Context: an optimization exercise on an open-source flow, tuned for small area. The choices shown serve that exercise and are no tape-out recipe. In this exercise RTL edits were held to simulation tests only and were not proved equivalent to the original. Power is estimated from default activity; no workload was simulated.

==> flow/design.v, too long to show whole: its modules and the start of the top module <==
// module alu_top: 521 lines
// module alu_dec: 15 lines
// module alu_subdec: 3 lines
// module alu_pg: 6 lines
// module alu_nor2: 3 lines
// module alu_a21oi: 3 lines
// module alu_nor2b: 3 lines
// module alu_a22oi: 3 lines
// module alu_mux2: 3 lines
// module alu_xor2: 3 lines
// module alu_nand2: 3 lines
// module alu_a222oi: 3 lines
// module alu_a2bb2oi: 3 lines
// module alu_and2: 3 lines
// module alu_cnode: 3 lines
// module alu_slt: 3 lines
// module alu_muxa: 3 lines
// module alu_muxo: 3 lines
// module alu_inv5: 3 lines
// module alu_inv1: 3 lines
// module alu_fin: 6 lines
// module alu_bit0n: 6 lines
// module alu_c1: 3 lines
// module alu_o21ai: 3 lines
// module alu_finn: 6 lines
// module alu_bit0: 6 lines
// module alu_zero: 3 lines
module alu_top(
    input clk, clear,
    input [31:0]alu_in0, alu_in1,
    input [3:0]control_signal,
    output reg [31:0]alu_out,
    output zero_flag
    );
  // ...
==> flow/flow/run.sh <==
#!/bin/bash
# Layout flow: the standard flow, with these changes in how the layout is made:
#  - synthesis maps with an area-oriented ABC script (strash; dch -f; amap -m)
#    and leaves adders to ABC (no separate full/half adder cells),
#  - port buffers use sky130_fd_sc_hd__buf_1,
#  - CTS uses small clock buffers and no dummy loads,
#  - floorplan removes synthesis buffers instead of sizing gates before placement.
# Each tool's output goes to a log file of its own in this folder.
set -uo pipefail
cp -r "$FLOW_HOME/scripts" scripts_mod
printf 'strash\ndch -f\namap -m\ntopo\n' > scripts_mod/abc_area.script
cp scripts_mod/abc_area.script scripts_mod/abc_speed.script
export REMOVE_ABC_BUFFERS=1
export BUFFER_PORTS_ARGS="-buffer_cell sky130_fd_sc_hd__buf_1"
export CTS_ARGS="-sink_clustering_enable -repair_clock_nets -dont_use_dummy_load -sink_clustering_size 32 -sink_clustering_max_diameter 300 -buf_list {sky130_fd_sc_hd__clkbuf_4}"
SCRIPTS_DIR="$PWD/scripts_mod" ADDER_MAP_FILE= bash standard.sh synth > synth.log 2>&1 || exit 1
bash standard.sh > layout.log 2>&1
==> flow/standard.sh <==
#!/bin/bash
# synth_recipe.tcl (not shown) runs the flow's synth.tcl, then flattens the netlist and writes it again
# the make line also repeats each setting of config.mk as NAME=value (left out here)
make -C /OpenROAD-flow-scripts/flow DESIGN_CONFIG=/design/flow/config.mk WORK_HOME=/design/flow/orfs CLKGATE_MAP_FILE= SYNTH_SCRIPT=/design/flow/synth_recipe.tcl "${@:-finish}"
==> flow/config.mk <==
export PLATFORM = sky130hd
export DESIGN_NAME = alu_top
export DESIGN_NICKNAME = alu_top
export VERILOG_FILES = /design/flow/design.v
export SDC_FILE = /design/flow/constraint.sdc
export NUM_CORES = 4
export LEC_CHECK = 0
export ABC_AREA = 1
export CAP_MARGIN = 10
export CORE_MARGIN = 2
export CORE_UTILIZATION = 40
export GPL_TIMING_DRIVEN = 0
export SLEW_MARGIN = 10
export SYNTH_HIERARCHICAL = 1
==> flow/constraint.sdc <==
create_clock -name core_clock -period 4.5 [get_ports {clk}]
set_input_delay 0.9000 -clock core_clock [delete_from_list [all_inputs] [get_ports {clk}]]
set_output_delay 0.9000 -clock core_clock [all_outputs]
set_load 0.01 [all_outputs]
==> metrics.log, run 1 <==
[metrics] Final period util: a little over nine tenths
[metrics] Die Span X: 108 um
[metrics] Well-Tap Cells: 136
[metrics] area of the multi-input gates: 3530 um2
[metrics] Post-Layout Cell Count: 922
[metrics] Synthesis Warnings: 7
[metrics] number of cells after detailed placement: ~910
[metrics] area share of the leading cell type in the synthesized netlist: a little over a fifth
[metrics] worst path buffer plus inverter count: 4
[metrics] fill cell count: roughly 1,100
[metrics] Syn-to-layout area delta: 19.3%
[metrics] worst max-slew margin expressed relative to the limit: between 30% and 40%
[metrics] number of failing hold endpoints at the final stage: 0
[metrics] result of the run: complete, no violations
[metrics] most used flip-flop cell after synthesis: sky130_fd_sc_hd__dfrtp_1
[metrics] critical path capture point type: flip-flop
[metrics] worst setup path class: input port to flip-flop
[metrics] register bit total from synthesis: 32
[metrics] routed length on met3: ~1.7 mm
[metrics] Min Clock Period, post-route: 4.28 ns
[metrics] sequential area share after synthesis: 18.5%
[metrics] reported net switching power: 0.590 mW
[metrics] starting density of the core: roughly two fifths
[metrics] flip-flop and latch power: about 0.35 mW
[metrics] final count of negative-setup-slack endpoints: 0
[metrics] Mapped Avg Cell Area: 6.49 um2
[metrics] Synth async-reset ratio: 100%
[metrics] placer congestion estimate: 0.963
[metrics] number of antenna diodes: 0
[metrics] fraction of cell area in non-clock buffers: 10.1%
[metrics] clock tree sinks: 32
[metrics] multiplexer area fraction after synthesis: less than 1%
[metrics] post-cts hold buffer count: 0
[metrics] core box area: 10,400 um2
[metrics] power attributed to the clock group: 0.148 mW
[metrics] Non-CTS buffers: approximately 110
[metrics] total CTS buffers: 5
[metrics] post-synthesis xor/xnor area fraction: 0%
[metrics] Setup TNS: 0 ns
[metrics] Comb pwr share: between 50% and 60%
[metrics] count of standard-cell rows: 37
[metrics] critical-path cell with the highest stage delay: sky130_fd_sc_hd__o21ai_2
[metrics] setup repair after global routing missed its margin: false
[metrics] path type of the worst min-delay path: input port to async pin
[metrics] fraction of area in clock buffers and inverters: less than 1%
==> module alu_dec, before the edit <==
module alu_dec(input [3:0] op, input a31, output sub, k_p, k_c, k_cn, k_g,
               output k_r, k_l, k_u, k_s, left, fill);
    wire lo = ~op[3];
    alu_subdec u_sub(.op(op), .sub(sub));                             
    assign k_c = lo & ~op[2] & ~op[1];                                
    assign k_cn = ~k_c;
    assign k_g = lo & ~op[2] & op[1];                                 
    assign k_p = lo & ((~op[2] & ~op[1]) | (~op[2] & op[0]) | (op[2] & ~op[1] & ~op[0]));  
    assign k_r = lo & op[2] & op[1];                                  
    assign k_l = lo & op[2] & ~op[1] & op[0];                         
    assign k_u = op[3] & ~op[2] & ~op[1] & ~op[0];                    
    assign k_s = op[3] & ~op[2] & ~op[1] & op[0];                     
    assign left = ~op[1];                                             
    assign fill = op[1] & op[0] & a31;                                
endmodule
==> module alu_pg, before the edit <==
module alu_pg(input a, b, sub, output p, g);
    wire x;
    alu_xor2 u_x(.a(a), .b(b), .y(x));
    alu_xor2 u_p(.a(x), .b(sub), .y(p));
    alu_nor2b u_g(.a(p), .bn(a), .y(g));
endmodule
==> module alu_fin, before the edit <==
module alu_fin(input p, c, g, sr, sl, k_p, k_c, k_g, k_r, k_l, output y);
    wire ln, rn;
    alu_a222oi u_l(.a1(p), .a2(k_p), .b1(sr), .b2(k_r), .c1(sl), .c2(k_l), .y(ln));
    alu_a22oi u_r(.a1(g), .a2(k_g), .b1(c), .b2(k_c), .y(rn));
    alu_xor2 u_y(.a(ln), .b(rn), .y(y));
endmodule
==> module alu_finn, before the edit <==
module alu_finn(input p, cn, g, sr, sl, k_p, k_cn, k_g, k_r, k_l, output y);
    wire ln, rn;
    alu_a222oi u_l(.a1(p), .a2(k_p), .b1(sr), .b2(k_r), .c1(sl), .c2(k_l), .y(ln));
    alu_a2bb2oi u_r(.a1n(cn), .a2n(k_cn), .b1(g), .b2(k_g), .y(rn));
    alu_xor2 u_y(.a(ln), .b(rn), .y(y));
endmodule
==> module alu_bit0, before the edit <==
module alu_bit0(input f, p31, c32, k_u, k_s, output y);
    wire t0, t1;
    assign t1 = f | (k_s & ~p31);
    assign t0 = f | k_u | (k_s & p31);
    alu_mux2 u_m(.a0(t0), .a1(t1), .s(c32), .y(y));
endmodule
==> run 2: changes to the inputs <==
--- a/flow/design.v
+++ b/flow/design.v
@@ -2,241 +2,239 @@
     input clk, clear,
     input [31:0]alu_in0, alu_in1,
     input [3:0]control_signal,
     output reg [31:0]alu_out,
     output zero_flag
     );
     wire [31:0] a = alu_in0;
     wire [31:0] b = alu_in1;
-    wire sub, k_p, k_c, k_cn, k_g, k_r, k_l, k_u, k_s, left, leftn, fill;
+    wire sub, k_p, k_c, k_cn, k_g, k_gn, k_r, k_l, k_u, k_s, left, leftn, fill;
     alu_dec u_dec(.op(control_signal), .a31(a[31]), .sub(sub), .k_p(k_p),
-        .k_c(k_c), .k_cn(k_cn), .k_g(k_g), .k_r(k_r), .k_l(k_l),
+        .k_c(k_c), .k_cn(k_cn), .k_g(k_g), .k_gn(k_gn), .k_r(k_r), .k_l(k_l),
         .k_u(k_u), .k_s(k_s), .left(left), .fill(fill));
     assign leftn = control_signal[1];
-    wire [31:0] p, g;
+    wire [31:0] x, pn, gn;
     wire [32:0] c;
-    alu_pg u_pg0(.a(a[0]), .b(b[0]), .sub(sub), .p(p[0]), .g(g[0]));
-    alu_pg u_pg1(.a(a[1]), .b(b[1]), .sub(sub), .p(p[1]), .g(g[1]));
-    alu_pg u_pg2(.a(a[2]), .b(b[2]), .sub(sub), .p(p[2]), .g(g[2]));
-    alu_pg u_pg3(.a(a[3]), .b(b[3]), .sub(sub), .p(p[3]), .g(g[3]));
-    alu_pg u_pg4(.a(a[4]), .b(b[4]), .sub(sub), .p(p[4]), .g(g[4]));
-    alu_pg u_pg5(.a(a[5]), .b(b[5]), .sub(sub), .p(p[5]), .g(g[5]));
-    alu_pg u_pg6(.a(a[6]), .b(b[6]), .sub(sub), .p(p[6]), .g(g[6]));
-    alu_pg u_pg7(.a(a[7]), .b(b[7]), .sub(sub), .p(p[7]), .g(g[7]));
-    alu_pg u_pg8(.a(a[8]), .b(b[8]), .sub(sub), .p(p[8]), .g(g[8]));
-    alu_pg u_pg9(.a(a[9]), .b(b[9]), .sub(sub), .p(p[9]), .g(g[9]));
-    alu_pg u_pg10(.a(a[10]), .b(b[10]), .sub(sub), .p(p[10]), .g(g[10]));
-    alu_pg u_pg11(.a(a[11]), .b(b[11]), .sub(sub), .p(p[11]), .g(g[11]));
-    alu_pg u_pg12(.a(a[12]), .b(b[12]), .sub(sub), .p(p[12]), .g(g[12]));
-    alu_pg u_pg13(.a(a[13]), .b(b[13]), .sub(sub), .p(p[13]), .g(g[13]));
-    alu_pg u_pg14(.a(a[14]), .b(b[14]), .sub(sub), .p(p[14]), .g(g[14]));
-    alu_pg u_pg15(.a(a[15]), .b(b[15]), .sub(sub), .p(p[15]), .g(g[15]));
-    alu_pg u_pg16(.a(a[16]), .b(b[16]), .sub(sub), .p(p[16]), .g(g[16]));
-    alu_pg u_pg17(.a(a[17]), .b(b[17]), .sub(sub), .p(p[17]), .g(g[17]));
-    alu_pg u_pg18(.a(a[18]), .b(b[18]), .sub(sub), .p(p[18]), .g(g[18]));
-    alu_pg u_pg19(.a(a[19]), .b(b[19]), .sub(sub), .p(p[19]), .g(g[19]));
-    alu_pg u_pg20(.a(a[20]), .b(b[20]), .sub(sub), .p(p[20]), .g(g[20]));
-    alu_pg u_pg21(.a(a[21]), .b(b[21]), .sub(sub), .p(p[21]), .g(g[21]));
-    alu_pg u_pg22(.a(a[22]), .b(b[22]), .sub(sub), .p(p[22]), .g(g[22]));
-    alu_pg u_pg23(.a(a[23]), .b(b[23]), .sub(sub), .p(p[23]), .g(g[23]));
-    alu_pg u_pg24(.a(a[24]), .b(b[24]), .sub(sub), .p(p[24]), .g(g[24]));
-    alu_pg u_pg25(.a(a[25]), .b(b[25]), .sub(sub), .p(p[25]), .g(g[25]));
-    alu_pg u_pg26(.a(a[26]), .b(b[26]), .sub(sub), .p(p[26]), .g(g[26]));
-    alu_pg u_pg27(.a(a[27]), .b(b[27]), .sub(sub), .p(p[27]), .g(g[27]));
-    alu_pg u_pg28(.a(a[28]), .b(b[28]), .sub(sub), .p(p[28]), .g(g[28]));
-    alu_pg u_pg29(.a(a[29]), .b(b[29]), .sub(sub), .p(p[29]), .g(g[29]));
-    alu_pg u_pg30(.a(a[30]), .b(b[30]), .sub(sub), .p(p[30]), .g(g[30]));
-    alu_pg u_pg31(.a(a[31]), .b(b[31]), .sub(sub), .p(p[31]), .g(g[31]));
-    assign c[0] = sub;
-    wire c1_0;
-    alu_c1 u_c1(.a(a[0]), .b(b[0]), .sub(sub), .c(c1_0));
+    alu_pg u_pg0(.a(a[0]), .b(b[0]), .sub(sub), .x(x[0]), .pn(pn[0]), .gn(gn[0]));
+    alu_pg u_pg1(.a(a[1]), .b(b[1]), .sub(sub), .x(x[1]), .pn(pn[1]), .gn(gn[1]));
+    alu_pg u_pg2(.a(a[2]), .b(b[2]), .sub(sub), .x(x[2]), .pn(pn[2]), .gn(gn[2]));
+    alu_pg u_pg3(.a(a[3]), .b(b[3]), .sub(sub), .x(x[3]), .pn(pn[3]), .gn(gn[3]));
+    alu_pg u_pg4(.a(a[4]), .b(b[4]), .sub(sub), .x(x[4]), .pn(pn[4]), .gn(gn[4]));
+    alu_pg u_pg5(.a(a[5]), .b(b[5]), .sub(sub), .x(x[5]), .pn(pn[5]), .gn(gn[5]));
+    alu_pg u_pg6(.a(a[6]), .b(b[6]), .sub(sub), .x(x[6]), .pn(pn[6]), .gn(gn[6]));
+    alu_pg u_pg7(.a(a[7]), .b(b[7]), .sub(sub), .x(x[7]), .pn(pn[7]), .gn(gn[7]));
+    alu_pg u_pg8(.a(a[8]), .b(b[8]), .sub(sub), .x(x[8]), .pn(pn[8]), .gn(gn[8]));
+    alu_pg u_pg9(.a(a[9]), .b(b[9]), .sub(sub), .x(x[9]), .pn(pn[9]), .gn(gn[9]));
+    alu_pg u_pg10(.a(a[10]), .b(b[10]), .sub(sub), .x(x[10]), .pn(pn[10]), .gn(gn[10]));
+    alu_pg u_pg11(.a(a[11]), .b(b[11]), .sub(sub), .x(x[11]), .pn(pn[11]), .gn(gn[11]));
+    alu_pg u_pg12(.a(a[12]), .b(b[12]), .sub(sub), .x(x[12]), .pn(pn[12]), .gn(gn[12]));
+    alu_pg u_pg13(.a(a[13]), .b(b[13]), .sub(sub), .x(x[13]), .pn(pn[13]), .gn(gn[13]));
+    alu_pg u_pg14(.a(a[14]), .b(b[14]), .sub(sub), .x(x[14]), .pn(pn[14]), .gn(gn[14]));
+    alu_pg u_pg15(.a(a[15]), .b(b[15]), .sub(sub), .x(x[15]), .pn(pn[15]), .gn(gn[15]));
+    alu_pg u_pg16(.a(a[16]), .b(b[16]), .sub(sub), .x(x[16]), .pn(pn[16]), .gn(gn[16]));
+    alu_pg u_pg17(.a(a[17]), .b(b[17]), .sub(sub), .x(x[17]), .pn(pn[17]), .gn(gn[17]));
+    alu_pg u_pg18(.a(a[18]), .b(b[18]), .sub(sub), .x(x[18]), .pn(pn[18]), .gn(gn[18]));
+    alu_pg u_pg19(.a(a[19]), .b(b[19]), .sub(sub), .x(x[19]), .pn(pn[19]), .gn(gn[19]));
+    alu_pg u_pg20(.a(a[20]), .b(b[20]), .sub(sub), .x(x[20]), .pn(pn[20]), .gn(gn[20]));
+    alu_pg u_pg21(.a(a[21]), .b(b[21]), .sub(sub), .x(x[21]), .pn(pn[21]), .gn(gn[21]));
+    alu_pg u_pg22(.a(a[22]), .b(b[22]), .sub(sub), .x(x[22]), .pn(pn[22]), .gn(gn[22]));
+    alu_pg u_pg23(.a(a[23]), .b(b[23]), .sub(sub), .x(x[23]), .pn(pn[23]), .gn(gn[23]));
+    alu_pg u_pg24(.a(a[24]), .b(b[24]), .sub(sub), .x(x[24]), .pn(pn[24]), .gn(gn[24]));
+    alu_pg u_pg25(.a(a[25]), .b(b[25]), .sub(sub), .x(x[25]), .pn(pn[25]), .gn(gn[25]));
+    alu_pg u_pg26(.a(a[26]), .b(b[26]), .sub(sub), .x(x[26]), .pn(pn[26]), .gn(gn[26]));
+    alu_pg u_pg27(.a(a[27]), .b(b[27]), .sub(sub), .x(x[27]), .pn(pn[27]), .gn(gn[27]));
+    alu_pg u_pg28(.a(a[28]), .b(b[28]), .sub(sub), .x(x[28]), .pn(pn[28]), .gn(gn[28]));
+    alu_pg u_pg29(.a(a[29]), .b(b[29]), .sub(sub), .x(x[29]), .pn(pn[29]), .gn(gn[29]));
+    alu_pg u_pg30(.a(a[30]), .b(b[30]), .sub(sub), .x(x[30]), .pn(pn[30]), .gn(gn[30]));
+    alu_pg u_pg31(.a(a[31]), .b(b[31]), .sub(sub), .x(x[31]), .pn(pn[31]), .gn(gn[31]));
+    assign c[0] = 1'b0;
     wire G1;
-    alu_a21oi u_G1(.a1(p[1]), .a2(c1_0), .b1(g[1]), .y(G1));
+    alu_o21ai u_G1(.a1(pn[1]), .a2(gn[0]), .b1(gn[1]), .y(G1));
     wire G2;
-    alu_a21oi u_G2(.a1(p[3]), .a2(g[2]), .b1(g[3]), .y(G2));
+    alu_o21ai u_G2(.a1(pn[3]), .a2(gn[2]), .b1(gn[3]), .y(G2));
     wire P3;
-    alu_nand2 u_P3(.a(p[3]), .b(p[2]), .y(P3));
+    alu_nor2 u_P3(.a(pn[3]), .b(pn[2]), .y(P3));
     wire G4;
-    alu_a21oi u_G4(.a1(p[5]), .a2(g[4]), .b1(g[5]), .y(G4));
+    alu_o21ai u_G4(.a1(pn[5]), .a2(gn[4]), .b1(gn[5]), .y(G4));
     wire P5;
-    alu_nand2 u_P5(.a(p[5]), .b(p[4]), .y(P5));
+    alu_nor2 u_P5(.a(pn[5]), .b(pn[4]), .y(P5));
     wire G6;
-    alu_a21oi u_G6(.a1(p[7]), .a2(g[6]), .b1(g[7]), .y(G6));
+    alu_o21ai u_G6(.a1(pn[7]), .a2(gn[6]), .b1(gn[7]), .y(G6));
     wire P7;
-    alu_nand2 u_P7(.a(p[7]), .b(p[6]), .y(P7));
+    alu_nor2 u_P7(.a(pn[7]), .b(pn[6]), .y(P7));
     wire G8;
-    alu_a21oi u_G8(.a1(p[9]), .a2(g[8]), .b1(g[9]), .y(G8));
+    alu_o21ai u_G8(.a1(pn[9]), .a2(gn[8]), .b1(gn[9]), .y(G8));
     wire P9;
-    alu_nand2 u_P9(.a(p[9]), .b(p[8]), .y(P9));
+    alu_nor2 u_P9(.a(pn[9]), .b(pn[8]), .y(P9));
     wire G10;
-    alu_a21oi u_G10(.a1(p[11]), .a2(g[10]), .b1(g[11]), .y(G10));
+    alu_o21ai u_G10(.a1(pn[11]), .a2(gn[10]), .b1(gn[11]), .y(G10));
     wire P11;
-    alu_nand2 u_P11(.a(p[11]), .b(p[10]), .y(P11));
+    alu_nor2 u_P11(.a(pn[11]), .b(pn[10]), .y(P11));
     wire G12;
-    alu_a21oi u_G12(.a1(p[13]), .a2(g[12]), .b1(g[13]), .y(G12));
+    alu_o21ai u_G12(.a1(pn[13]), .a2(gn[12]), .b1(gn[13]), .y(G12));
     wire P13;
-    alu_nand2 u_P13(.a(p[13]), .b(p[12]), .y(P13));
+    alu_nor2 u_P13(.a(pn[13]), .b(pn[12]), .y(P13));
     wire G14;
-    alu_a21oi u_G14(.a1(p[15]), .a2(g[14]), .b1(g[15]), .y(G14));
+    alu_o21ai u_G14(.a1(pn[15]), .a2(gn[14]), .b1(gn[15]), .y(G14));
     wire P15;
-    alu_nand2 u_P15(.a(p[15]), .b(p[14]), .y(P15));
+    alu_nor2 u_P15(.a(pn[15]), .b(pn[14]), .y(P15));
     wire G16;
-    alu_a21oi u_G16(.a1(p[17]), .a2(g[16]), .b1(g[17]), .y(G16));
+    alu_o21ai u_G16(.a1(pn[17]), .a2(gn[16]), .b1(gn[17]), .y(G16));
     wire P17;
-    alu_nand2 u_P17(.a(p[17]), .b(p[16]), .y(P17));
+    alu_nor2 u_P17(.a(pn[17]), .b(pn[16]), .y(P17));
     wire G18;
-    alu_a21oi u_G18(.a1(p[19]), .a2(g[18]), .b1(g[19]), .y(G18));
+    alu_o21ai u_G18(.a1(pn[19]), .a2(gn[18]), .b1(gn[19]), .y(G18));
     wire P19;
-    alu_nand2 u_P19(.a(p[19]), .b(p[18]), .y(P19));
+    alu_nor2 u_P19(.a(pn[19]), .b(pn[18]), .y(P19));
     wire G20;
-    alu_a21oi u_G20(.a1(p[21]), .a2(g[20]), .b1(g[21]), .y(G20));
+    alu_o21ai u_G20(.a1(pn[21]), .a2(gn[20]), .b1(gn[21]), .y(G20));
     wire P21;
-    alu_nand2 u_P21(.a(p[21]), .b(p[20]), .y(P21));
+    alu_nor2 u_P21(.a(pn[21]), .b(pn[20]), .y(P21));
     wire G22;
-    alu_a21oi u_G22(.a1(p[23]), .a2(g[22]), .b1(g[23]), .y(G22));
+    alu_o21ai u_G22(.a1(pn[23]), .a2(gn[22]), .b1(gn[23]), .y(G22));
     wire P23;
-    alu_nand2 u_P23(.a(p[23]), .b(p[22]), .y(P23));
+    alu_nor2 u_P23(.a(pn[23]), .b(pn[22]), .y(P23));
     wire G24;
-    alu_a21oi u_G24(.a1(p[25]), .a2(g[24]), .b1(g[25]), .y(G24));
+    alu_o21ai u_G24(.a1(pn[25]), .a2(gn[24]), .b1(gn[25]), .y(G24));
     wire P25;
-    alu_nand2 u_P25(.a(p[25]), .b(p[24]), .y(P25));
+    alu_nor2 u_P25(.a(pn[25]), .b(pn[24]), .y(P25));
     wire G26;
-    alu_a21oi u_G26(.a1(p[27]), .a2(g[26]), .b1(g[27]), .y(G26));
+    alu_o21ai u_G26(.a1(pn[27]), .a2(gn[26]), .b1(gn[27]), .y(G26));
     wire P27;
-    alu_nand2 u_P27(.a(p[27]), .b(p[26]), .y(P27));
+    alu_nor2 u_P27(.a(pn[27]), .b(pn[26]), .y(P27));
     wire G28;
-    alu_a21oi u_G28(.a1(p[29]), .a2(g[28]), .b1(g[29]), .y(G28));
+    alu_o21ai u_G28(.a1(pn[29]), .a2(gn[28]), .b1(gn[29]), .y(G28));
     wire P29;
-    alu_nand2 u_P29(.a(p[29]), .b(p[28]), .y(P29));
+    alu_nor2 u_P29(.a(pn[29]), .b(pn[28]), .y(P29));
     wire G30;
-    alu_a21oi u_G30(.a1(p[31]), .a2(g[30]), .b1(g[31]), .y(G30));
+    alu_o21ai u_G30(.a1(pn[31]), .a2(gn[30]), .b1(gn[31]), .y(G30));
     wire P31;
-    alu_nand2 u_P31(.a(p[31]), .b(p[30]), .y(P31));
+    alu_nor2 u_P31(.a(pn[31]), .b(pn[30]), .y(P31));
     wire G32;
-    alu_o21ai u_G32(.a1(P3), .a2(G1), .b1(G2), .y(G32));
+    alu_a21oi u_G32(.a1(P3), .a2(G1), .b1(G2), .y(G32));
     wire G33;
-    alu_o21ai u_G33(.a1(P7), .a2(G4), .b1(G6), .y(G33));
+    alu_a21oi u_G33(.a1(P7), .a2(G4), .b1(G6), .y(G33));
     wire P34;
-    alu_nor2 u_P34(.a(P7), .b(P5), .y(P34));
+    alu_nand2 u_P34(.a(P7), .b(P5), .y(P34));
     wire G35;
-    alu_o21ai u_G35(.a1(P11), .a2(G8), .b1(G10), .y(G35));
+    alu_a21oi u_G35(.a1(P11), .a2(G8), .b1(G10), .y(G35));
     wire P36;
-    alu_nor2 u_P36(.a(P11), .b(P9), .y(P36));
+    alu_nand2 u_P36(.a(P11), .b(P9), .y(P36));
     wire G37;
-    alu_o21ai u_G37(.a1(P15), .a2(G12), .b1(G14), .y(G37));
+    alu_a21oi u_G37(.a1(P15), .a2(G12), .b1(G14), .y(G37));
     wire P38;
-    alu_nor2 u_P38(.a(P15), .b(P13), .y(P38));
+    alu_nand2 u_P38(.a(P15), .b(P13), .y(P38));
     wire G39;
-    alu_o21ai u_G39(.a1(P19), .a2(G16), .b1(G18), .y(G39));
+    alu_a21oi u_G39(.a1(P19), .a2(G16), .b1(G18), .y(G39));
     wire P40;
-    alu_nor2 u_P40(.a(P19), .b(P17), .y(P40));
+    alu_nand2 u_P40(.a(P19), .b(P17), .y(P40));
     wire G41;
-    alu_o21ai u_G41(.a1(P23), .a2(G20), .b1(G22), .y(G41));
+    alu_a21oi u_G41(.a1(P23), .a2(G20), .b1(G22), .y(G41));
     wire P42;
-    alu_nor2 u_P42(.a(P23), .b(P21), .y(P42));
+    alu_nand2 u_P42(.a(P23), .b(P21), .y(P42));
     wire G43;
-    alu_o21ai u_G43(.a1(P27), .a2(G24), .b1(G26), .y(G43));
+    alu_a21oi u_G43(.a1(P27), .a2(G24), .b1(G26), .y(G43));
     wire P44;
-    alu_nor2 u_P44(.a(P27), .b(P25), .y(P44));
+    alu_nand2 u_P44(.a(P27), .b(P25), .y(P44));
     wire G45;
-    alu_o21ai u_G45(.a1(P31), .a2(G28), .b1(G30), .y(G45));
+    alu_a21oi u_G45(.a1(P31), .a2(G28), .b1(G30), .y(G45));
     wire P46;
-    alu_nor2 u_P46(.a(P31), .b(P29), .y(P46));
+    alu_nand2 u_P46(.a(P31), .b(P29), .y(P46));
     wire G47;
-    alu_a21oi u_G47(.a1(P34), .a2(G32), .b1(G33), .y(G47));
+    alu_o21ai u_G47(.a1(P34), .a2(G32), .b1(G33), .y(G47));
     wire G48;
-    alu_a21oi u_G48(.a1(P38), .a2(G35), .b1(G37), .y(G48));
+    alu_o21ai u_G48(.a1(P38), .a2(G35), .b1(G37), .y(G48));
     wire P49;
-    alu_nand2 u_P49(.a(P38), .b(P36), .y(P49));
+    alu_nor2 u_P49(.a(P38), .b(P36), .y(P49));
     wire G50;
-    alu_a21oi u_G50(.a1(P42), .a2(G39), .b1(G41), .y(G50));
+    alu_o21ai u_G50(.a1(P42), .a2(G39), .b1(G41), .y(G50));
     wire P51;
-    alu_nand2 u_P51(.a(P42), .b(P40), .y(P51));
+    alu_nor2 u_P51(.a(P42), .b(P40), .y(P51));
     wire G52;
-    alu_a21oi u_G52(.a1(P46), .a2(G43), .b1(G45), .y(G52));
+    alu_o21ai u_G52(.a1(P46), .a2(G43), .b1(G45), .y(G52));
     wire P53;
-    alu_nand2 u_P53(.a(P46), .b(P44), .y(P53));
+    alu_nor2 u_P53(.a(P46), .b(P44), .y(P53));
     wire G54;
-    alu_o21ai u_G54(.a1(P49), .a2(G47), .b1(G48), .y(G54));
+    alu_a21oi u_G54(.a1(P49), .a2(G47), .b1(G48), .y(G54));
     wire G55;
-    alu_o21ai u_G55(.a1(P53), .a2(G50), .b1(G52), .y(G55));
+    alu_a21oi u_G55(.a1(P53), .a2(G50), .b1(G52), .y(G55));
     wire P56;
-    alu_nor2 u_P56(.a(P53), .b(P51), .y(P56));
+    alu_nand2 u_P56(.a(P53), .b(P51), .y(P56));
     wire G57;
-    alu_a21oi u_G57(.a1(P56), .a2(G54), .b1(G55), .y(G57));
+    alu_o21ai u_G57(.a1(P56), .a2(G54), .b1(G55), .y(G57));
     wire ni58;
     alu_inv1 u_ni58(.a(G54), .y(ni58));
     wire G59;
-    alu_o21ai u_G59(.a1(P51), .a2(ni58), .b1(G50), .y(G59));
+    alu_a21oi u_G59(.a1(P51), .a2(ni58), .b1(G50), .y(G59));
     wire ni60;
     alu_inv1 u_ni60(.a(G47), .y(ni60));
     wire G61;
-    alu_a21oi u_G61(.a1(P36), .a2(ni60), .b1(G35), .y(G61));
+    alu_o21ai u_G61(.a1(P36), .a2(ni60), .b1(G35), .y(G61));
     wire G62;
-    alu_a21oi u_G62(.a1(P40), .a2(G54), .b1(G39), .y(G62));
+    alu_o21ai u_G62(.a1(P40), .a2(G54), .b1(G39), .y(G62));
     wire G63;
-    alu_a21oi u_G63(.a1(P44), .a2(G59), .b1(G43), .y(G63));
+    alu_o21ai u_G63(.a1(P44), .a2(G59), .b1(G43), .y(G63));
     wire ni64;
     alu_inv1 u_ni64(.a(G32), .y(ni64));
     wire G65;
-    alu_o21ai u_G65(.a1(P5), .a2(ni64), .b1(G4), .y(G65));
+    alu_a21oi u_G65(.a1(P5), .a2(ni64), .b1(G4), .y(G65));
     wire G66;
-    alu_o21ai u_G66(.a1(P9), .a2(G47), .b1(G8), .y(G66));
+    alu_a21oi u_G66(.a1(P9), .a2(G47), .b1(G8), .y(G66));
     wire G67;
-    alu_o21ai u_G67(.a1(P13), .a2(G61), .b1(G12), .y(G67));
+    alu_a21oi u_G67(.a1(P13), .a2(G61), .b1(G12), .y(G67));
     wire G68;
-    alu_o21ai u_G68(.a1(P17), .a2(ni58), .b1(G16), .y(G68));
+    alu_a21oi u_G68(.a1(P17), .a2(ni58), .b1(G16), .y(G68));
     wire G69;
-    alu_o21ai u_G69(.a1(P21), .a2(G62), .b1(G20), .y(G69));
+    alu_a21oi u_G69(.a1(P21), .a2(G62), .b1(G20), .y(G69));
     wire ni70;
     alu_inv1 u_ni70(.a(G59), .y(ni70));
     wire G71;
-    alu_o21ai u_G71(.a1(P25), .a2(ni70), .b1(G24), .y(G71));
+    alu_a21oi u_G71(.a1(P25), .a2(ni70), .b1(G24), .y(G71));
     wire G72;
-    alu_o21ai u_G72(.a1(P29), .a2(G63), .b1(G28), .y(G72));
+    alu_a21oi u_G72(.a1(P29), .a2(G63), .b1(G28), .y(G72));
     wire ni73;
     alu_inv1 u_ni73(.a(G1), .y(ni73));
     wire G74;
-    alu_a21oi u_G74(.a1(p[2]), .a2(ni73), .b1(g[2]), .y(G74));
+    alu_o21ai u_G74(.a1(pn[2]), .a2(ni73), .b1(gn[2]), .y(G74));
     wire G75;
-    alu_a21oi u_G75(.a1(p[4]), .a2(G32), .b1(g[4]), .y(G75));
+    alu_o21ai u_G75(.a1(pn[4]), .a2(G32), .b1(gn[4]), .y(G75));
     wire G76;
-    alu_a21oi u_G76(.a1(p[6]), .a2(G65), .b1(g[6]), .y(G76));
+    alu_o21ai u_G76(.a1(pn[6]), .a2(G65), .b1(gn[6]), .y(G76));
     wire G77;
-    alu_a21oi u_G77(.a1(p[8]), .a2(ni60), .b1(g[8]), .y(G77));
+    alu_o21ai u_G77(.a1(pn[8]), .a2(ni60), .b1(gn[8]), .y(G77));
     wire G78;
-    alu_a21oi u_G78(.a1(p[10]), .a2(G66), .b1(g[10]), .y(G78));
+    alu_o21ai u_G78(.a1(pn[10]), .a2(G66), .b1(gn[10]), .y(G78));
     wire ni79;
     alu_inv1 u_ni79(.a(G61), .y(ni79));
     wire G80;
-    alu_a21oi u_G80(.a1(p[12]), .a2(ni79), .b1(g[12]), .y(G80));
+    alu_o21ai u_G80(.a1(pn[12]), .a2(ni79), .b1(gn[12]), .y(G80));
     wire G81;
-    alu_a21oi u_G81(.a1(p[14]), .a2(G67), .b1(g[14]), .y(G81));
+    alu_o21ai u_G81(.a1(pn[14]), .a2(G67), .b1(gn[14]), .y(G81));
     wire G82;
-    alu_a21oi u_G82(.a1(p[16]), .a2(G54), .b1(g[16]), .y(G82));
+    alu_o21ai u_G82(.a1(pn[16]), .a2(G54), .b1(gn[16]), .y(G82));
     wire G83;
-    alu_a21oi u_G83(.a1(p[18]), .a2(G68), .b1(g[18]), .y(G83));
+    alu_o21ai u_G83(.a1(pn[18]), .a2(G68), .b1(gn[18]), .y(G83));
     wire ni84;
     alu_inv1 u_ni84(.a(G62), .y(ni84));
     wire G85;
-    alu_a21oi u_G85(.a1(p[20]), .a2(ni84), .b1(g[20]), .y(G85));
+    alu_o21ai u_G85(.a1(pn[20]), .a2(ni84), .b1(gn[20]), .y(G85));
     wire G86;
-    alu_a21oi u_G86(.a1(p[22]), .a2(G69), .b1(g[22]), .y(G86));
+    alu_o21ai u_G86(.a1(pn[22]), .a2(G69), .b1(gn[22]), .y(G86));
     wire G87;
-    alu_a21oi u_G87(.a1(p[24]), .a2(G59), .b1(g[24]), .y(G87));
+    alu_o21ai u_G87(.a1(pn[24]), .a2(G59), .b1(gn[24]), .y(G87));
     wire G88;
-    alu_a21oi u_G88(.a1(p[26]), .a2(G71), .b1(g[26]), .y(G88));
+    alu_o21ai u_G88(.a1(pn[26]), .a2(G71), .b1(gn[26]), .y(G88));
     wire ni89;
     alu_inv1 u_ni89(.a(G63), .y(ni89));
     wire G90;
-    alu_a21oi u_G90(.a1(p[28]), .a2(ni89), .b1(g[28]), .y(G90));
+    alu_o21ai u_G90(.a1(pn[28]), .a2(ni89), .b1(gn[28]), .y(G90));
     wire G91;
-    alu_a21oi u_G91(.a1(p[30]), .a2(G72), .b1(g[30]), .y(G91));
-    assign c[1] = c1_0;
+    alu_o21ai u_G91(.a1(pn[30]), .a2(G72), .b1(gn[30]), .y(G91));
+    assign c[1] = gn[0];
     assign c[2] = G1;
     assign c[3] = G74;
     assign c[4] = G32;
     assign c[5] = G75;
     assign c[6] = G65;
     assign c[7] = G76;
     assign c[8] = G47;
     assign c[9] = G77;
@@ -473,154 +471,141 @@
     alu_muxo u_s4_26(.d0n(s4[26]), .d1n(s4[30]), .s(sh[2]), .sn(shn[2]), .y(s5[26]));
     alu_muxo u_s4_27(.d0n(s4[27]), .d1n(s4[31]), .s(sh[2]), .sn(shn[2]), .y(s5[27]));
     alu_a21oi u_s4_28(.a1(shn[2]), .a2(s4[28]), .b1(q4), .y(s5[28]));
     alu_a21oi u_s4_29(.a1(shn[2]), .a2(s4[29]), .b1(q4), .y(s5[29]));
     alu_a21oi u_s4_30(.a1(shn[2]), .a2(s4[30]), .b1(q4), .y(s5[30]));
     alu_a21oi u_s4_31(.a1(shn[2]), .a2(s4[31]), .b1(q4), .y(s5[31]));
     wire [31:0] res;
     wire f0;
-    alu_bit0n u_bit0(.f(f0), .p31(p[31]), .c32n(c[32]), .k_u(k_u), .k_s(k_s), .y(res[0]));
-    alu_fin u_fin0(.p(p[0]), .c(c[0]), .g(g[0]), .sr(s5[0]), .sl(s5[31]), .k_p(k_p), .k_c(k_c), .k_g(k_g), .k_r(k_r), .k_l(k_l), .y(f0));
-    alu_fin u_fin1(.p(p[1]), .c(c[1]), .g(g[1]), .sr(s5[1]), .sl(s5[30]), .k_p(k_p), .k_c(k_c), .k_g(k_g), .k_r(k_r), .k_l(k_l), .y(res[1]));
-    alu_finn u_fin2(.p(p[2]), .cn(c[2]), .g(g[2]), .sr(s5[2]), .sl(s5[29]), .k_p(k_p), .k_cn(k_cn), .k_g(k_g), .k_r(k_r), .k_l(k_l), .y(res[2]));
-    alu_finn u_fin3(.p(p[3]), .cn(c[3]), .g(g[3]), .sr(s5[3]), .sl(s5[28]), .k_p(k_p), .k_cn(k_cn), .k_g(k_g), .k_r(k_r), .k_l(k_l), .y(res[3]));
-    alu_fin u_fin4(.p(p[4]), .c(c[4]), .g(g[4]), .sr(s5[4]), .sl(s5[27]), .k_p(k_p), .k_c(k_c), .k_g(k_g), .k_r(k_r), .k_l(k_l), .y(res[4]));
-    alu_finn u_fin5(.p(p[5]), .cn(c[5]), .g(g[5]), .sr(s5[5]), .sl(s5[26]), .k_p(k_p), .k_cn(k_cn), .k_g(k_g), .k_r(k_r), .k_l(k_l), .y(res[5]));
-    alu_fin u_fin6(.p(p[6]), .c(c[6]), .g(g[6]), .sr(s5[6]), .sl(s5[25]), .k_p(k_p), .k_c(k_c), .k_g(k_g), .k_r(k_r), .k_l(k_l), .y(res[6]));
-    alu_finn u_fin7(.p(p[7]), .cn(c[7]), .g(g[7]), .sr(s5[7]), .sl(s5[24]), .k_p(k_p), .k_cn(k_cn), .k_g(k_g), .k_r(k_r), .k_l(k_l), .y(res[7]));
-    alu_finn u_fin8(.p(p[8]), .cn(c[8]), .g(g[8]), .sr(s5[8]), .sl(s5[23]), .k_p(k_p), .k_cn(k_cn), .k_g(k_g), .k_r(k_r), .k_l(k_l), .y(res[8]));
-    alu_finn u_fin9(.p(p[9]), .cn(c[9]), .g(g[9]), .sr(s5[9]), .sl(s5[22]), .k_p(k_p), .k_cn(k_cn), .k_g(k_g), .k_r(k_r), .k_l(k_l), .y(res[9]));
-    alu_fin u_fin10(.p(p[10]), .c(c[10]), .g(g[10]), .sr(s5[10]), .sl(s5[21]), .k_p(k_p), .k_c(k_c), .k_g(k_g), .k_r(k_r), .k_l(k_l), .y(res[10]));
-    alu_finn u_fin11(.p(p[11]), .cn(c[11]), .g(g[11]), .sr(s5[11]), .sl(s5[20]), .k_p(k_p), .k_cn(k_cn), .k_g(k_g), .k_r(k_r), .k_l(k_l), .y(res[11]));
-    alu_finn u_fin12(.p(p[12]), .cn(c[12]), .g(g[12]), .sr(s5[12]), .sl(s5[19]), .k_p(k_p), .k_cn(k_cn), .k_g(k_g), .k_r(k_r), .k_l(k_l), .y(res[12]));
-    alu_finn u_fin13(.p(p[13]), .cn(c[13]), .g(g[13]), .sr(s5[13]), .sl(s5[18]), .k_p(k_p), .k_cn(k_cn), .k_g(k_g), .k_r(k_r), .k_l(k_l), .y(res[13]));
-    alu_fin u_fin14(.p(p[14]), .c(c[14]), .g(g[14]), .sr(s5[14]), .sl(s5[17]), .k_p(k_p), .k_c(k_c), .k_g(k_g), .k_r(k_r), .k_l(k_l), .y(res[14]));
-    alu_finn u_fin15(.p(p[15]), .cn(c[15]), .g(g[15]), .sr(s5[15]), .sl(s5[16]), .k_p(k_p), .k_cn(k_cn), .k_g(k_g), .k_r(k_r), .k_l(k_l), .y(res[15]));
-    alu_fin u_fin16(.p(p[16]), .c(c[16]), .g(g[16]), .sr(s5[16]), .sl(s5[15]), .k_p(k_p), .k_c(k_c), .k_g(k_g), .k_r(k_r), .k_l(k_l), .y(res[16]));
-    alu_finn u_fin17(.p(p[17]), .cn(c[17]), .g(g[17]), .sr(s5[17]), .sl(s5[14]), .k_p(k_p), .k_cn(k_cn), .k_g(k_g), .k_r(k_r), .k_l(k_l), .y(res[17]));
-    alu_fin u_fin18(.p(p[18]), .c(c[18]), .g(g[18]), .sr(s5[18]), .sl(s5[13]), .k_p(k_p), .k_c(k_c), .k_g(k_g), .k_r(k_r), .k_l(k_l), .y(res[18]));
-    alu_finn u_fin19(.p(p[19]), .cn(c[19]), .g(g[19]), .sr(s5[19]), .sl(s5[12]), .k_p(k_p), .k_cn(k_cn), .k_g(k_g), .k_r(k_r), .k_l(k_l), .y(res[19]));
-    alu_finn u_fin20(.p(p[20]), .cn(c[20]), .g(g[20]), .sr(s5[20]), .sl(s5[11]), .k_p(k_p), .k_cn(k_cn), .k_g(k_g), .k_r(k_r), .k_l(k_l), .y(res[20]));
-    alu_finn u_fin21(.p(p[21]), .cn(c[21]), .g(g[21]), .sr(s5[21]), .sl(s5[10]), .k_p(k_p), .k_cn(k_cn), .k_g(k_g), .k_r(k_r), .k_l(k_l), .y(res[21]));
-    alu_fin u_fin22(.p(p[22]), .c(c[22]), .g(g[22]), .sr(s5[22]), .sl(s5[9]), .k_p(k_p), .k_c(k_c), .k_g(k_g), .k_r(k_r), .k_l(k_l), .y(res[22]));
-    alu_finn u_fin23(.p(p[23]), .cn(c[23]), .g(g[23]), .sr(s5[23]), .sl(s5[8]), .k_p(k_p), .k_cn(k_cn), .k_g(k_g), .k_r(k_r), .k_l(k_l), .y(res[23]));
-    alu_fin u_fin24(.p(p[24]), .c(c[24]), .g(g[24]), .sr(s5[24]), .sl(s5[7]), .k_p(k_p), .k_c(k_c), .k_g(k_g), .k_r(k_r), .k_l(k_l), .y(res[24]));
-    alu_finn u_fin25(.p(p[25]), .cn(c[25]), .g(g[25]), .sr(s5[25]), .sl(s5[6]), .k_p(k_p), .k_cn(k_cn), .k_g(k_g), .k_r(k_r), .k_l(k_l), .y(res[25]));
-    alu_fin u_fin26(.p(p[26]), .c(c[26]), .g(g[26]), .sr(s5[26]), .sl(s5[5]), .k_p(k_p), .k_c(k_c), .k_g(k_g), .k_r(k_r), .k_l(k_l), .y(res[26]));
-    alu_finn u_fin27(.p(p[27]), .cn(c[27]), .g(g[27]), .sr(s5[27]), .sl(s5[4]), .k_p(k_p), .k_cn(k_cn), .k_g(k_g), .k_r(k_r), .k_l(k_l), .y(res[27]));
-    alu_finn u_fin28(.p(p[28]), .cn(c[28]), .g(g[28]), .sr(s5[28]), .sl(s5[3]), .k_p(k_p), .k_cn(k_cn), .k_g(k_g), .k_r(k_r), .k_l(k_l), .y(res[28]));
-    alu_finn u_fin29(.p(p[29]), .cn(c[29]), .g(g[29]), .sr(s5[29]), .sl(s5[2]), .k_p(k_p), .k_cn(k_cn), .k_g(k_g), .k_r(k_r), .k_l(k_l), .y(res[29]));
-    alu_fin u_fin30(.p(p[30]), .c(c[30]), .g(g[30]), .sr(s5[30]), .sl(s5[1]), .k_p(k_p), .k_c(k_c), .k_g(k_g), .k_r(k_r), .k_l(k_l), .y(res[30]));
-    alu_finn u_fin31(.p(p[31]), .cn(c[31]), .g(g[31]), .sr(s5[31]), .sl(s5[0]), .k_p(k_p), .k_cn(k_cn), .k_g(k_g), .k_r(k_r), .k_l(k_l), .y(res[31]));
+    alu_bit0 u_bit0(.f(f0), .x31(x[31]), .c32(c[32]), .k_u(k_u), .k_s(k_s), .y(res[0]));
+    alu_fin0 u_fin0(.x(x[0]), .gn(gn[0]), .sr(s5[0]), .sl(s5[31]), .k_p(k_p), .k_g(k_g), .k_r(k_r), .k_l(k_l), .y(f0));
+    alu_finn u_fin1(.x(x[1]), .cn(c[1]), .gn(gn[1]), .sr(s5[1]), .sl(s5[30]), .k_p(k_p), .k_cn(k_cn), .k_gn(k_gn), .k_r(k_r), .k_l(k_l), .y(res[1]));
+    alu_fin u_fin2(.x(x[2]), .c(c[2]), .gn(gn[2]), .sr(s5[2]), .sl(s5[29]), .k_p(k_p), .k_c(k_c), .k_gn(k_gn), .k_r(k_r), .k_l(k_l), .y(res[2]));
+    alu_fin u_fin3(.x(x[3]), .c(c[3]), .gn(gn[3]), .sr(s5[3]), .sl(s5[28]), .k_p(k_p), .k_c(k_c), .k_gn(k_gn), .k_r(k_r), .k_l(k_l), .y(res[3]));
+    alu_finn u_fin4(.x(x[4]), .cn(c[4]), .gn(gn[4]), .sr(s5[4]), .sl(s5[27]), .k_p(k_p), .k_cn(k_cn), .k_gn(k_gn), .k_r(k_r), .k_l(k_l), .y(res[4]));
+    alu_fin u_fin5(.x(x[5]), .c(c[5]), .gn(gn[5]), .sr(s5[5]), .sl(s5[26]), .k_p(k_p), .k_c(k_c), .k_gn(k_gn), .k_r(k_r), .k_l(k_l), .y(res[5]));
+    alu_finn u_fin6(.x(x[6]), .cn(c[6]), .gn(gn[6]), .sr(s5[6]), .sl(s5[25]), .k_p(k_p), .k_cn(k_cn), .k_gn(k_gn), .k_r(k_r), .k_l(k_l), .y(res[6]));
+    alu_fin u_fin7(.x(x[7]), .c(c[7]), .gn(gn[7]), .sr(s5[7]), .sl(s5[24]), .k_p(k_p), .k_c(k_c), .k_gn(k_gn), .k_r(k_r), .k_l(k_l), .y(res[7]));
+    alu_fin u_fin8(.x(x[8]), .c(c[8]), .gn(gn[8]), .sr(s5[8]), .sl(s5[23]), .k_p(k_p), .k_c(k_c), .k_gn(k_gn), .k_r(k_r), .k_l(k_l), .y(res[8]));
+    alu_fin u_fin9(.x(x[9]), .c(c[9]), .gn(gn[9]), .sr(s5[9]), .sl(s5[22]), .k_p(k_p), .k_c(k_c), .k_gn(k_gn), .k_r(k_r), .k_l(k_l), .y(res[9]));
+    alu_finn u_fin10(.x(x[10]), .cn(c[10]), .gn(gn[10]), .sr(s5[10]), .sl(s5[21]), .k_p(k_p), .k_cn(k_cn), .k_gn(k_gn), .k_r(k_r), .k_l(k_l), .y(res[10]));
+    alu_fin u_fin11(.x(x[11]), .c(c[11]), .gn(gn[11]), .sr(s5[11]), .sl(s5[20]), .k_p(k_p), .k_c(k_c), .k_gn(k_gn), .k_r(k_r), .k_l(k_l), .y(res[11]));
+    alu_fin u_fin12(.x(x[12]), .c(c[12]), .gn(gn[12]), .sr(s5[12]), .sl(s5[19]), .k_p(k_p), .k_c(k_c), .k_gn(k_gn), .k_r(k_r), .k_l(k_l), .y(res[12]));
+    alu_fin u_fin13(.x(x[13]), .c(c[13]), .gn(gn[13]), .sr(s5[13]), .sl(s5[18]), .k_p(k_p), .k_c(k_c), .k_gn(k_gn), .k_r(k_r), .k_l(k_l), .y(res[13]));
+    alu_finn u_fin14(.x(x[14]), .cn(c[14]), .gn(gn[14]), .sr(s5[14]), .sl(s5[17]), .k_p(k_p), .k_cn(k_cn), .k_gn(k_gn), .k_r(k_r), .k_l(k_l), .y(res[14]));
+    alu_fin u_fin15(.x(x[15]), .c(c[15]), .gn(gn[15]), .sr(s5[15]), .sl(s5[16]), .k_p(k_p), .k_c(k_c), .k_gn(k_gn), .k_r(k_r), .k_l(k_l), .y(res[15]));
+    alu_finn u_fin16(.x(x[16]), .cn(c[16]), .gn(gn[16]), .sr(s5[16]), .sl(s5[15]), .k_p(k_p), .k_cn(k_cn), .k_gn(k_gn), .k_r(k_r), .k_l(k_l), .y(res[16]));
+    alu_fin u_fin17(.x(x[17]), .c(c[17]), .gn(gn[17]), .sr(s5[17]), .sl(s5[14]), .k_p(k_p), .k_c(k_c), .k_gn(k_gn), .k_r(k_r), .k_l(k_l), .y(res[17]));
+    alu_finn u_fin18(.x(x[18]), .cn(c[18]), .gn(gn[18]), .sr(s5[18]), .sl(s5[13]), .k_p(k_p), .k_cn(k_cn), .k_gn(k_gn), .k_r(k_r), .k_l(k_l), .y(res[18]));
+    alu_fin u_fin19(.x(x[19]), .c(c[19]), .gn(gn[19]), .sr(s5[19]), .sl(s5[12]), .k_p(k_p), .k_c(k_c), .k_gn(k_gn), .k_r(k_r), .k_l(k_l), .y(res[19]));
+    alu_fin u_fin20(.x(x[20]), .c(c[20]), .gn(gn[20]), .sr(s5[20]), .sl(s5[11]), .k_p(k_p), .k_c(k_c), .k_gn(k_gn), .k_r(k_r), .k_l(k_l), .y(res[20]));
+    alu_fin u_fin21(.x(x[21]), .c(c[21]), .gn(gn[21]), .sr(s5[21]), .sl(s5[10]), .k_p(k_p), .k_c(k_c), .k_gn(k_gn), .k_r(k_r), .k_l(k_l), .y(res[21]));
+    alu_finn u_fin22(.x(x[22]), .cn(c[22]), .gn(gn[22]), .sr(s5[22]), .sl(s5[9]), .k_p(k_p), .k_cn(k_cn), .k_gn(k_gn), .k_r(k_r), .k_l(k_l), .y(res[22]));
+    alu_fin u_fin23(.x(x[23]), .c(c[23]), .gn(gn[23]), .sr(s5[23]), .sl(s5[8]), .k_p(k_p), .k_c(k_c), .k_gn(k_gn), .k_r(k_r), .k_l(k_l), .y(res[23]));
+    alu_finn u_fin24(.x(x[24]), .cn(c[24]), .gn(gn[24]), .sr(s5[24]), .sl(s5[7]), .k_p(k_p), .k_cn(k_cn), .k_gn(k_gn), .k_r(k_r), .k_l(k_l), .y(res[24]));
+    alu_fin u_fin25(.x(x[25]), .c(c[25]), .gn(gn[25]), .sr(s5[25]), .sl(s5[6]), .k_p(k_p), .k_c(k_c), .k_gn(k_gn), .k_r(k_r), .k_l(k_l), .y(res[25]));
+    alu_finn u_fin26(.x(x[26]), .cn(c[26]), .gn(gn[26]), .sr(s5[26]), .sl(s5[5]), .k_p(k_p), .k_cn(k_cn), .k_gn(k_gn), .k_r(k_r), .k_l(k_l), .y(res[26]));
+    alu_fin u_fin27(.x(x[27]), .c(c[27]), .gn(gn[27]), .sr(s5[27]), .sl(s5[4]), .k_p(k_p), .k_c(k_c), .k_gn(k_gn), .k_r(k_r), .k_l(k_l), .y(res[27]));
+    alu_fin u_fin28(.x(x[28]), .c(c[28]), .gn(gn[28]), .sr(s5[28]), .sl(s5[3]), .k_p(k_p), .k_c(k_c), .k_gn(k_gn), .k_r(k_r), .k_l(k_l), .y(res[28]));
+    alu_fin u_fin29(.x(x[29]), .c(c[29]), .gn(gn[29]), .sr(s5[29]), .sl(s5[2]), .k_p(k_p), .k_c(k_c), .k_gn(k_gn), .k_r(k_r), .k_l(k_l), .y(res[29]));
+    alu_finn u_fin30(.x(x[30]), .cn(c[30]), .gn(gn[30]), .sr(s5[30]), .sl(s5[1]), .k_p(k_p), .k_cn(k_cn), .k_gn(k_gn), .k_r(k_r), .k_l(k_l), .y(res[30]));
+    alu_fin u_fin31(.x(x[31]), .c(c[31]), .gn(gn[31]), .sr(s5[31]), .sl(s5[0]), .k_p(k_p), .k_c(k_c), .k_gn(k_gn), .k_r(k_r), .k_l(k_l), .y(res[31]));
     alu_zero u_zero(.x(alu_out), .z(zero_flag));
     always @(posedge clk or posedge clear) begin
         if (clear)
             alu_out <= 32'b0;
         else
             alu_out <= res;
     end
 endmodule
-module alu_dec(input [3:0] op, input a31, output sub, k_p, k_c, k_cn, k_g,
+module alu_dec(input [3:0] op, input a31, output sub, k_p, k_c, k_cn, k_g, k_gn,
                output k_r, k_l, k_u, k_s, left, fill);
     wire lo = ~op[3];
     alu_subdec u_sub(.op(op), .sub(sub));                             
     assign k_c = lo & ~op[2] & ~op[1];                                
     assign k_cn = ~k_c;
+    assign k_gn = ~k_g;
     assign k_g = lo & ~op[2] & op[1];                                 
     assign k_p = lo & ((~op[2] & ~op[1]) | (~op[2] & op[0]) | (op[2] & ~op[1] & ~op[0]));  
     assign k_r = lo & op[2] & op[1];                                  
     assign k_l = lo & op[2] & ~op[1] & op[0];                         
     assign k_u = op[3] & ~op[2] & ~op[1] & ~op[0];                    
     assign k_s = op[3] & ~op[2] & ~op[1] & op[0];                     
     assign left = ~op[1];                                             
     assign fill = op[1] & op[0] & a31;                                
 endmodule
 module alu_subdec(input [3:0] op, output sub);
     assign sub = op[3] | (op[0] & ~op[1]);
 endmodule
-module alu_pg(input a, b, sub, output p, g);
-    wire x;
+module alu_pg(input a, b, sub, output x, pn, gn);
     alu_xor2 u_x(.a(a), .b(b), .y(x));
-    alu_xor2 u_p(.a(x), .b(sub), .y(p));
-    alu_nor2b u_g(.a(p), .bn(a), .y(g));
+    alu_xnor2 u_p(.a(x), .b(sub), .y(pn));
+    alu_nand2 u_g(.a(b), .b(pn), .y(gn));
+endmodule
+module alu_xnor2(input a, b, output y);
+    assign y = ~(a ^ b);
+endmodule
+module alu_o22ai(input a1, a2, b1, b2, output y);
+    assign y = ~((a1 | a2) & (b1 | b2));
 endmodule
 module alu_nor2(input a, b, output y);
     assign y = ~(a | b);
 endmodule
 module alu_a21oi(input a1, a2, b1, output y);
     assign y = ~((a1 & a2) | b1);
 endmodule
-module alu_nor2b(input a, bn, output y);
-    assign y = ~(a | ~bn);
-endmodule
-module alu_a22oi(input a1, a2, b1, b2, output y);
-    assign y = ~((a1 & a2) | (b1 & b2));
-endmodule
 module alu_mux2(input a0, a1, s, output y);
     assign y = s ? a1 : a0;
 endmodule
 module alu_xor2(input a, b, output y);
     assign y = a ^ b;
 endmodule
 module alu_nand2(input a, b, output y);
     assign y = ~(a & b);
 endmodule
 module alu_a222oi(input a1, a2, b1, b2, c1, c2, output y);
     assign y = ~((a1 & a2) | (b1 & b2) | (c1 & c2));
 endmodule
 module alu_a2bb2oi(input a1n, a2n, b1, b2, output y);
     assign y = ~((~a1n & ~a2n) | (b1 & b2));
 endmodule
-module alu_and2(input a, b, output y);
-    assign y = a & b;
-endmodule
-module alu_cnode(input G, P, cin, output cout);
-    assign cout = G | (P & cin);
-endmodule
-module alu_slt(input p31, c32, k_u, k_s, output y);
-    assign y = (k_u & ~c32) | (k_s & (p31 ^ c32));
-endmodule
 module alu_muxa(input d0, d1, s, sn, output yn);
     assign yn = ~((d0 & sn) | (d1 & s));
 endmodule
 module alu_muxo(input d0n, d1n, s, sn, output y);
     assign y = ~((d0n | s) & (d1n | sn));
 endmodule
 module alu_inv5(input [4:0] a, output [4:0] y);
     assign y = ~a;
 endmodule
 module alu_inv1(input a, output y);
     assign y = ~a;
 endmodule
-module alu_fin(input p, c, g, sr, sl, k_p, k_c, k_g, k_r, k_l, output y);
+module alu_fin(input x, c, gn, sr, sl, k_p, k_c, k_gn, k_r, k_l, output y);
     wire ln, rn;
-    alu_a222oi u_l(.a1(p), .a2(k_p), .b1(sr), .b2(k_r), .c1(sl), .c2(k_l), .y(ln));
-    alu_a22oi u_r(.a1(g), .a2(k_g), .b1(c), .b2(k_c), .y(rn));
+    alu_a222oi u_l(.a1(x), .a2(k_p), .b1(sr), .b2(k_r), .c1(sl), .c2(k_l), .y(ln));
+    alu_a2bb2oi u_r(.a1n(gn), .a2n(k_gn), .b1(c), .b2(k_c), .y(rn));
     alu_xor2 u_y(.a(ln), .b(rn), .y(y));
 endmodule
-module alu_bit0n(input f, p31, c32n, k_u, k_s, output y);
-    wire t0, t1;
-    assign t1 = f | (k_s & ~p31);
-    assign t0 = f | k_u | (k_s & p31);
-    alu_mux2 u_m(.a0(t1), .a1(t0), .s(c32n), .y(y));
-endmodule
-module alu_c1(input a, b, sub, output c);
-    assign c = sub ? (a | ~b) : (a & b);
+module alu_fin0(input x, gn, sr, sl, k_p, k_g, k_r, k_l, output y);
+    wire ln;
+    alu_a222oi u_l(.a1(x), .a2(k_p), .b1(sr), .b2(k_r), .c1(sl), .c2(k_l), .y(ln));
+    assign y = ~ln ^ (~gn & k_g);
 endmodule
 module alu_o21ai(input a1, a2, b1, output y);
     assign y = ~((a1 | a2) & b1);
 endmodule
-module alu_finn(input p, cn, g, sr, sl, k_p, k_cn, k_g, k_r, k_l, output y);
-    wire ln, rn;
-    alu_a222oi u_l(.a1(p), .a2(k_p), .b1(sr), .b2(k_r), .c1(sl), .c2(k_l), .y(ln));
-    alu_a2bb2oi u_r(.a1n(cn), .a2n(k_cn), .b1(g), .b2(k_g), .y(rn));
-    alu_xor2 u_y(.a(ln), .b(rn), .y(y));
+module alu_finn(input x, cn, gn, sr, sl, k_p, k_cn, k_gn, k_r, k_l, output y);
+    wire ln, r;
+    alu_a222oi u_l(.a1(x), .a2(k_p), .b1(sr), .b2(k_r), .c1(sl), .c2(k_l), .y(ln));
+    alu_o22ai u_r(.a1(cn), .a2(k_cn), .b1(gn), .b2(k_gn), .y(r));
+    alu_xnor2 u_y(.a(ln), .b(r), .y(y));
 endmodule
-module alu_bit0(input f, p31, c32, k_u, k_s, output y);
+module alu_bit0(input f, x31, c32, k_u, k_s, output y);
     wire t0, t1;
-    assign t1 = f | (k_s & ~p31);
-    assign t0 = f | k_u | (k_s & p31);
+    assign t1 = f | k_u | (k_s & ~x31);
+    assign t0 = f | (k_s & x31);
     alu_mux2 u_m(.a0(t0), .a1(t1), .s(c32), .y(y));
 endmodule
 module alu_zero(input [31:0] x, output z);
     assign z = ~|x;
 endmodule
==> flow/flow/run.sh (replaced) <==
#!/bin/bash
# Layout flow: the standard flow, with these changes in how the layout is made:
#  - synthesis maps with an area-oriented ABC script (strash; dch -f; amap -m)
#    and leaves adders to ABC (no separate full/half adder cells),
#  - port buffers use sky130_fd_sc_hd__buf_1,
#  - CTS uses small clock buffers and no dummy loads,
#  - floorplan removes synthesis buffers instead of sizing gates before placement,
#  - after global routing, gates with timing slack are sized down (RECOVER_POWER).
# Each tool's output goes to a log file of its own in this folder.
set -uo pipefail
cp -r "$FLOW_HOME/scripts" scripts_mod
printf 'strash\ndch -f\namap -m\ntopo\n' > scripts_mod/abc_area.script
cp scripts_mod/abc_area.script scripts_mod/abc_speed.script
export REMOVE_ABC_BUFFERS=1
export RECOVER_POWER=100
export BUFFER_PORTS_ARGS="-buffer_cell sky130_fd_sc_hd__buf_1"
export CTS_ARGS="-sink_clustering_enable -repair_clock_nets -dont_use_dummy_load -sink_clustering_size 32 -sink_clustering_max_diameter 300 -buf_list {sky130_fd_sc_hd__clkbuf_4}"
SCRIPTS_DIR="$PWD/scripts_mod" ADDER_MAP_FILE= bash standard.sh synth > synth.log 2>&1 || exit 1
bash standard.sh > layout.log 2>&1
==> metrics.log, run 2 <==
[metrics] Die Span X: 107 um (was 108 um)
[metrics] cell type group with the largest total delay on the critical path: buffers and inverters (was compound AO/OA/AOI/OAI gates)
[metrics] wire length reported by the detailed router: 18.4 mm (was 19.2 mm)
[metrics] count of pins over their slew limit: 0 (unchanged)
[metrics] static leakage power: 1.68 nW (was 1.67 nW)
[metrics] register bit total from synthesis: 32 (unchanged)
[metrics] largest net degree at the start of global routing: 40 (unchanged)
[metrics] Setup TNS: 0 ns (unchanged)
[metrics] most common cell in the synthesized netlist: sky130_fd_sc_hd__a21oi_1 (unchanged)
[metrics] Post-synth EDFFs: 0 (unchanged)
[metrics] clock root buffer: sky130_fd_sc_hd__clkbuf_4 (unchanged)
[metrics] Min Clock Period, post-route: 4.25 ns (was 4.28 ns)
[metrics] area share of the leading cell type in the synthesized netlist: 19.0% (was 21.5%)
[metrics] path type of the worst min-delay path: input port to async pin (unchanged)
[metrics] Largest register FFs: 32 (unchanged)
[metrics] Finished Core Util: 49.1% (was 49.5%)
[metrics] post-cts hold buffer count: 0 (unchanged)
[metrics] htree depth: 2 (unchanged)
[metrics] Synth async-reset ratio: 100% (unchanged)
[metrics] CTS clk-pin slew, worst paths: 0.11 ns (about the same)
[metrics] worst max-slew margin expressed relative to the limit: 17.7% (was 36.2%)
[metrics] starting density of the core: 41.1% (was 41.5%)
[metrics] arrival time at the worst endpoint: 4.47 ns (about the same)
[metrics] Die Footprint: 11,400 um2 (was 11,700 um2)
[metrics] unique cell type count in the Yosys netlist: 19 (unchanged)
[metrics] final count of negative-setup-slack endpoints: 0 (unchanged)
[metrics] worst path buffer plus inverter count: 2 (was 4)
[metrics] Syn-to-layout area delta: 19.6% (was 19.3%)
[metrics] detailed router's first-iteration violation count: 848 (was 894)
[metrics] sequential area share after synthesis: 19.0% (was 18.5%)
[metrics] worst supply voltage drop on vdd: 99.3 uV (was 134 uV)
[metrics] Post-Layout Cell Count: 924 (was 922)
[metrics] most used flip-flop cell after synthesis: sky130_fd_sc_hd__dfrtp_1 (unchanged)
[metrics] cell types with the highest counts after synthesis: 121 x sky130_fd_sc_hd__a21oi_1, 100 x sky130_fd_sc_hd__o22ai_1, 99 x sky130_fd_sc_hd__nor2_1 (was 186 x sky130_fd_sc_hd__a21oi_1, 132 x sky130_fd_sc_hd__nor2_1, 89 x sky130_fd_sc_hd__o22ai_1)
[metrics] critical path capture point type: flip-flop (unchanged)
[metrics] maximum fanout count along the critical path: 33 (was 36)
[metrics] count of pins on the block boundary: 103 (unchanged)
[metrics] final layout net count: 859 (was 858)
[metrics] worst setup path class: input port to flip-flop (unchanged)
[metrics] largest registers in the final layout: alu_out x32 (unchanged)
[metrics] most common cell after layout, fill and taps aside: sky130_fd_sc_hd__a21oi_1 (unchanged)
[metrics] power density cells: 230 nW/um2 (was 232 nW/um2)
[metrics] Mapped Avg Cell Area: 6.33 um2 (was 6.49 um2)
[metrics] DRC violations left: 0 (unchanged)
[metrics] first-pass GRT wire length: 27.8 mm (was 29.0 mm)
[metrics] longest individual stage delay on the worst path: 0.88 ns (was 0.34 ns)
[metrics] number of failing hold endpoints at the final stage: 0 (unchanged)
[metrics] placer congestion estimate: 0.991 (was 0.963)
[metrics] startpoint type of the worst setup path: input port (unchanged)
[metrics] total CTS buffers: 5 (unchanged)
[metrics] clock tree sinks: 32 (unchanged)
[metrics] result of the run: complete, no violations (unchanged)
[metrics] total track usage: 31.2% (was 32.0%)
[metrics] total of buffers placed on input and output ports: 102 (unchanged)
[metrics] post-detail-place hpwl: 14.0 mm (was 14.5 mm)
[metrics] setup repair after global routing missed its margin: false (unchanged)
[metrics] critical-path cell with the highest stage delay: sky130_fd_sc_hd__clkinv_1 (was sky130_fd_sc_hd__o21ai_2)
[metrics] Synthesis Warnings: 7 (unchanged)
[metrics] count of standard-cell rows: 37 (unchanged)
[metrics] Die Height: 107 um (was 108 um)
[metrics] data required time at the worst endpoint: 4.72 ns (was 4.70 ns)
[metrics] top cells by area, synth: sky130_fd_sc_hd__dfrtp_1 19%, sky130_fd_sc_hd__o22ai_1 15%, sky130_fd_sc_hd__a21oi_1 14% (was sky130_fd_sc_hd__a21oi_1 22%, sky130_fd_sc_hd__dfrtp_1 19%, sky130_fd_sc_hd__a22oi_1 15%)
[metrics] number of cells after detailed placement: 915 (was 914)
[metrics] min setup slack post-route: 0.251 ns (was 0.224 ns)
[metrics] via count: 6,155 (was 6,232)
[metrics] cell type with the largest total area after synthesis: sky130_fd_sc_hd__dfrtp_1 (was sky130_fd_sc_hd__a21oi_1)
[metrics] core box area: 10,300 um2 (was 10,400 um2)
[metrics] layout cells sized above 1: 4.45% (was 4.96%)
[metrics] Final period util: 94.4% (was 95.0%)
[metrics] detailed-route wire length per cell: 19.9 um (was 20.8 um)
[metrics] CTS tree: yes (unchanged)
run 2: stage by stage:
stage	instance area [um2]	power [mW]	hold WS, ns
after global placement	4770	0.963	1.07
after detailed placement	4930	0.977	1.09
final	5050	1.16	0.832
after global routing	5050	1.24	0.936
after floorplan	4220	0.740	0.879
after CTS	5020	1.14	0.687
run 2: power breakdown:
part | leakage [nW] | switching [mW] | internal (mW) | total (mW)
clock network | 0.0230 | 0.0996 | 0.0521 | 0.152
registers | 0.413 | 0.0187 | 0.323 | 0.342
logic | 1.25 | 0.454 | 0.211 | 0.665
run 2: final cells by class:
type	instances	area, um2
antenna	1	2.50
clock buffer	5	37.5
fill	1111	5230
inverter	22	87.6
multi-input combinational	614	3420
sequential	32	801
tap	136	170
timing repair buffer	114	526
run 2: kinds of logic (layout without fill, tap and decap cells):
family / count (synthesis) / count (layout) / synth area share, %
other cells: 0 / 1 / 0
compound gates: 412 / 413 / 60.1
flops: 32 / 32 / 19.0
buf+inv: 22 / 141 / 1.96
simple gates: 200 / 200 / 18.7
mux: 1 / 1 / 0.267
run 2: metal layers:
metal	up-vias	global-route usage [%]	share of wire [%]
li1	2970	-	-
met1	2773	46.5	44
met2	385	48.0	44
met3	27	2.67	10
met4	0	8.35	2.3
met5	-	0	0
run 2: repair_timing:
| item | CTS | global route |
|---|---|---|
| resized for setup | 12 | 9 |
| pin swaps | 1 | 0 |
| endpoints found under the setup margin | 32 | 9 |
| cloned | 1 | 0 |
| setup buffers | 2 | 0 |
run 2: path summary, 6_finish.rpt:
check	slack [ns]	cells after the start	startpoint	end
setup / recovery	0.25	11	alu_in1[3]	alu_out[0]
hold / removal	0.83	2	clear	alu_out[5]
max in group asynchronous	2.91	2	clear	alu_out[15]
min in group core_clock	1.00	5	alu_in1[6]	alu_out[6]
run 2: Yosys stat by module (local to each module, per instance), a selection:
module      times used  cells inside
alu_a222oi          32             1
alu_o22ai           11             1
alu_o21ai           39             1
alu_muxo            89             1
alu_inv5             1             5
alu_nor2            23             1
alu_xor2            52             2
alu_fin0             1             3
alu_a21oi           49             1
alu_subdec           1             2
alu_dec              1            14
alu_inv1             9             1
alu_zero             1            11
alu_muxa            72             1

## static timing again, ports no longer ideal
Ports are ideal in the flow. The routed layouts listed here were re-timed in OpenROAD. Step 1: set_driving_cell puts a clkbuf_16 on clk and a buf_2 on each other input, an assumption about the parent block. Step 2 moves the port delays by t, midway between the first and last clock arrival at a register: inputs arrive t later, outputs are due t later. That takes back most of the time a late clock gives input paths. a / b / c = no drivers / after step 1 / after step 2; a / b = the first two.
| run | t, ns | slack for setup (ns) | worst data-port slew with drivers (ns) |
|---|---|---|---|
| run 1 | 0.356 | 0.224 / 0.234 / -0.122 | 0.04 |
| run 2 | 0.382 | 0.251 / 0.262 / -0.120 | 0.04 |
Met with ideal ports but missed after step 2: setup timing in run 1 and run 2. The setup slack of run 2, which loses most, moves by +0.011 ns with the drivers and by -0.371 ns with both steps.
